This design comes from an exercise in tuning for small area and a short achievable clock period on the open sky130 flow, not from production work.
Function was checked by simulation only, so behaviour that the tests miss may differ from the original.

==> flow/design.v (outline; a module is shown in full before it is edited, if it fits) <==
// module krv_core: 66 lines
// module mul33_array: 2060 lines
// module mul_fa: 4 lines
// module mul_ha: 4 lines
// module core: 162 lines
// module npc_sel: 47 lines
// module core_body: 2247 lines
module krv_core (
	input  wire        clk,
	input  wire        rstn,
	input  wire        kplic_int,
	input  wire        core_timer_int,
	output wire        wfi,
	output wire        instr_itcm_access,
	output wire [31:0] instr_itcm_addr,
	input  wire [31:0] instr_itcm_read_data,
	input  wire        instr_itcm_read_data_valid,
	output wire        data_dtcm_access,
	input  wire        data_dtcm_ready,
	output wire        data_dtcm_rd0_wr1,
	output wire [3:0]  data_dtcm_byte_strobe,
	output wire [31:0] data_dtcm_write_data,
	output wire [31:0] data_dtcm_addr,
	input  wire [31:0] data_dtcm_read_data,
	input  wire        data_dtcm_read_data_valid,
	output wire        IAHB_access,
	output wire [31:0] IAHB_addr,
	input  wire [31:0] IAHB_read_data,
	input  wire        IAHB_read_data_valid,
	output wire        DAHB_access,
	output wire        DAHB_rd0_wr1,
	output wire [2:0]  DAHB_size,
	output wire [31:0] DAHB_write_data,
	output wire [31:0] DAHB_addr,
	input  wire        DAHB_trans_buffer_full,
	input  wire [31:0] DAHB_read_data,
	input  wire        DAHB_read_data_valid
);
  // ...
==> flow/flow/run.sh <==
#!/bin/bash
# Layout flow: the standard ORFS flow, with the timing repair steps asked
# to keep a larger setup margin (so they keep improving paths that already
# meet the clock) and plain buffers on the ports.  Every tool's output goes
# to standard.log in this folder.
set -euo pipefail
bash standard.sh SETUP_SLACK_MARGIN=14.5 "BUFFER_PORTS_ARGS=-buffer_cell sky130_fd_sc_hd__buf_2" finish > standard.log 2>&1
==> flow/standard.sh <==
#!/bin/bash
# synth_recipe.tcl (not shown) runs the flow's synth.tcl, then flattens the netlist and writes it again
# the make line also repeats each setting of config.mk as NAME=value (left out here)
make -C /OpenROAD-flow-scripts/flow DESIGN_CONFIG=/design/flow/config.mk WORK_HOME=/design/flow/orfs CLKGATE_MAP_FILE= SYNTH_SCRIPT=/design/flow/synth_recipe.tcl "${@:-finish}"
==> flow/config.mk <==
export PLATFORM = sky130hd
export DESIGN_NAME = krv_core
export DESIGN_NICKNAME = krv_core
export VERILOG_FILES = /design/flow/design.v
export SDC_FILE = /design/flow/constraint.sdc
export NUM_CORES = 8
export LEC_CHECK = 0
export CAP_MARGIN = 35
export CORE_MARGIN = 2
export CORE_UTILIZATION = 32
export CTS_CLUSTER_DIAMETER = 90
export CTS_CLUSTER_SIZE = 25
export PLACE_DENSITY = 0.55
export SLEW_MARGIN = 35
export SYNTH_HIERARCHICAL = 1
==> flow/constraint.sdc <==
create_clock -name core_clock -period 25.0 [get_ports {clk}]
set_input_delay 5.0000 -clock core_clock [delete_from_list [all_inputs] [get_ports {clk}]]
set_output_delay 5.0000 -clock core_clock [all_outputs]
set_load 0.01 [all_outputs]
==> reports/results.tsv, run 1 <==
metric	value	unit
seq_cell_count	1725	
slowest_stage	a22oi_4	
seq_area_share	34.26	%
cp.depth	10	
fin_cells	18310	
antenna_found_initial	67	
path_class	input pin to output pin	
placed_cells_incl_taps	18050	
hold_ws	0.3664	ns
hold_viol	0	
clock_cell_area_share	2.305	%
io_pins	344	
final_common_cell	nand2_1	
grt_setup_unrepaired	true	
cp_cell_sequence	buf_16 -> buf_12 -> a22oi_4 -> buf_4 -> nor3_2 -> o22ai_4 -> buf_12 -> buf_16 -> mux2_4 -> buf_6	
n_all_buffers	773	
path_clk_slew	0.11	ns
htreeDepth	3	
regMostFlops	u_core.u_body.u_dec__u_gprs__gpr_q	
r2r_slack	14.59	ns
busiest_layer	met2	
inv_count	340	
top_layer	met5	
area.growth.synth_to_final	9.435	%
multi_input_area_share	53.81	%
max_freq	84.03	MHz
antenna-diode-count	49	
wl_met3	100200	um
status	complete, no violations	
port-buffer-count	306	
cp_data_required_time	20.00	ns
design_area	143800	um^2
synthesis.area	131400	um^2
crit_fanout	8	
synthCells	12950	
drc	0	
wirelength_met1	247900	um
==> run 2, diff against run 1 <==
--- a/flow/flow/run.sh
+++ b/flow/flow/run.sh
@@ -5,3 +5,3 @@
 # to standard.log in this folder.
 set -euo pipefail
-bash standard.sh SETUP_SLACK_MARGIN=14.5 "BUFFER_PORTS_ARGS=-buffer_cell sky130_fd_sc_hd__buf_2" finish > standard.log 2>&1
+bash standard.sh SETUP_SLACK_MARGIN=13.5 "BUFFER_PORTS_ARGS=-buffer_cell sky130_fd_sc_hd__buf_2" finish > standard.log 2>&1
==> reports/results.tsv, run 2 <==
metric	value	unit	change
status	complete, no violations		
pre_cts_ws	12.16	ns	
dieArea	415800	um^2	
cts_sinks	1725		
layout.cells.most_common_list	nand2_1 (1778), edfxtp_1 (1228), fa_1 (967), nor2_1 (705), a21oi_1 (627)		
coreArea	409300	um^2	
nNetsFinal	14230		
drive_gt1_share	11.43	%	
grt_pass1_wl	961300	um	
design_area	144000	um^2	+0.15%
clock_latency	0.91	ns	
rr_startpoint	u_core.u_body.u_dec__src_data2_ex[3]		
worstHoldEndpoint	u_core.u_body.u_trap_ctrl__kplic_int_sync2		
worstMarginPinSlew	1.109	ns	
cts_tree	yes		
grt_use_met2	47.09	%	
hold_depth	0		
grt_setup_unrepaired	true		
fp-row-count	235		
skew	0.1335	ns	
crit_fanout	6		-2
rr_worst_depth	23		
dp_hpwl	476600	um	
hold_viol	0		unchanged
antenna_found_initial	59		-12%
io_pins	344		unchanged
numCtsBuffers	94		
worstReg2RegEnd	u_core.u_body.u_dec__src_data1_ex[11]		
clock-root-buffer	clkbuf_16		
fin_setup_tns	0	ns	
maxCapViolCount	0		
cts_hold_buffers	0		
drtPass1Iterations	14		
start_kind	input pin		
gp_congestion	1.052		
num-fill-cells	41110		
cp_data_required_time	20.00	ns	about the same
fp.dieH	644.8	um	
routedWlPerCell	38.87	um	
grtUsageMet1	40.84	%	
final_common_cell	nand2_1		
die_x	644.8	um	
min_period_over_period	46.69	%	
avgSynthCellArea	10.15	um^2	
drt-total-wl	712100	um	
yosys_warnings	8		
max-slew-margin-rel	25.56	%	
grt_max_degree	150		
final_antenna_net_count	0		
crit_arrival	6.67	ns	
drc	0		unchanged
port-buffer-count	306		unchanged
synthesis.area	131400	um^2	unchanged
max_freq	85.67	MHz	+2.0%
htreeDepth	3		unchanged
area.growth.synth_to_final	9.600	%	
busiest_layer	met2		
grt_use_total	33.04	%	
path_clk_slew	0.11	ns	about the same
hp-class	flip-flop to flip-flop		
drv_slew	0		
hp-start	u_core.u_body.u_trap_ctrl__kplic_int_sync1		
setup_viol	0		
drt-initial-drc-count	22790		
critPathCaptureType	output pin		
fin_ws	13.33	ns	
grt_pass1_vias	113800		
r2r_slack	13.62	ns	-0.97 ns
vias	121400		
fin_crit	11.67	ns	
reg_top3	u_core.u_body.u_dec__u_gprs__gpr_q x992, u_core.u_body.u_alu__u_div_u__hold_r x64		
path_class	input pin to output pin		
regMostFlops	u_core.u_body.u_dec__u_gprs__gpr_q		
place_area	139400	um^2	
grtUsageMet3	11.39	%	
vias_per_cell	6.628		
start_util	32.11	%	
grt_overflow	0		
cts_max_path_buffers	3		
synthCells	12950		unchanged
largest_reg_flops	992		
==> run 2: cell types whose count changed in the layout (fill, tap and decap cells not counted), moves of 5 or more <==
cell | before | now
buf_2 | 306 | 288
buf_4 | 391 | 403
dfxtp_1 | 4 | 13
dfxtp_2 | 28 | 19
nor2_2 | 22 | 14
clkbuf_1 | 34 | 40
inv_8 | 3 | 9
nor4_2 | 7 | 13
nor2_4 | 40 | 45
nor4_1 | 84 | 79
==> run 2: worst max path at each step <==
stage	startpoint	to	slack, ns	cells past startpoint
floorplan	data_dtcm_read_data_valid	instr_itcm_addr[10]	13.72	6
global placement	data_dtcm_read_data_valid	instr_itcm_access	12.23	7
detailed placement	data_dtcm_read_data_valid	instr_itcm_access	12.16	7
CTS	data_dtcm_read_data_valid	instr_itcm_addr[12]	13.34	8
global route	u_core.u_body.u_dec__src_data2_ex[15]	instr_itcm_addr[10]	13.30	24
finish	data_dtcm_read_data_valid	instr_itcm_addr[12]	13.33	8
==> run 2: final cells by class <==
type / count / area (um^2) / share of cell area [%]
Clock buffer: 135 / 2516 / 1.747
Clock inverter: 43 / 714.4 / 0.4961
Inverter: 340 / 1300 / 0.9027
Multi-Input combinational cell: 9795 / 77420 / 53.76
Sequential cell: 1725 / 49250 / 34.20
Timing Repair Buffer: 779 / 5868 / 4.075
Antenna cell: 51 / 127.6 / 0.08861
Tap cell: 5451 / 6820 / 4.736
==> run 2: repair_timing <==
| action | 4_1_cts | 5_1_grt |
|---|---|---|
| gates resized for setup | 88 | 47 |
| cloned | 5 | 2 |
| pin swaps | 4 | 3 |
| setup endpoints to repair | 15 | 15 |
| buffers inserted | 20 | 8 |
==> run 2: per-stage QoR <==
stage / util [%] / instances / hold WS [ns]
6_report: 35.19 / 18320 / 0.3708
4_1_cts: 35.03 / 18250 / 0.3793
3_3_place_gp: 33.95 / 18040 / 0.3366
2_1_floorplan: - / 12980 / 0.3312
3_5_place_dp: 34.06 / 18050 / 0.3590
5_1_grt: 35.16 / 18270 / 0.3712
==> run 2: critical path, stage by stage <==
cell	delay, ns
buf_16	0.11
a22oi_4	0.36
mux2i_2	0.32
o22ai_4	0.14
buf_12	0.17
buf_12	0.14
mux2_4	0.31
buf_6	0.12
==> run 2: per-layer routing <==
layer	routed length, um	part of all wire, %
met2	289300	41
met4	69320	9.7
met1	256600	36
met5	549	0.077
met3	96270	14

==> static timing again, ports no longer ideal <==
In the flow no input, the clock included, has a driving cell. The finished layouts below were timed again as built, in two steps.
Step 1, drivers: a clkbuf_16 drives clk and a buf_2 each remaining input, both assumed.
Step 2 times the ports against the registers' clock, not the clock port: input delays grow and output delays shrink by t, the midpoint of the rising clock arrivals with the driver on.
Slacks: ideal ports / drivers / drivers and shift; pairs: ideal ports / drivers.
| run | t (ns) | setup WS [ns] | worst setup path after step 2 | slew at the worst register clock pin (ns) | pins driven straight from the clock port |
|---|---|---|---|---|---|
| run 1 | 0.922 | 13.099 / 13.039 / 13.039 | input to output | 0.11 / 0.11 | 1 |
| run 2 | 0.931 | 13.327 / 13.007 / 13.007 | input to output | 0.12 / 0.12 | 1 |
After both steps every run listed still meets setup and hold. For run 2, which loses most, drivers alone change the setup slack by -0.320 ns; drivers and shift together by -0.320 ns.
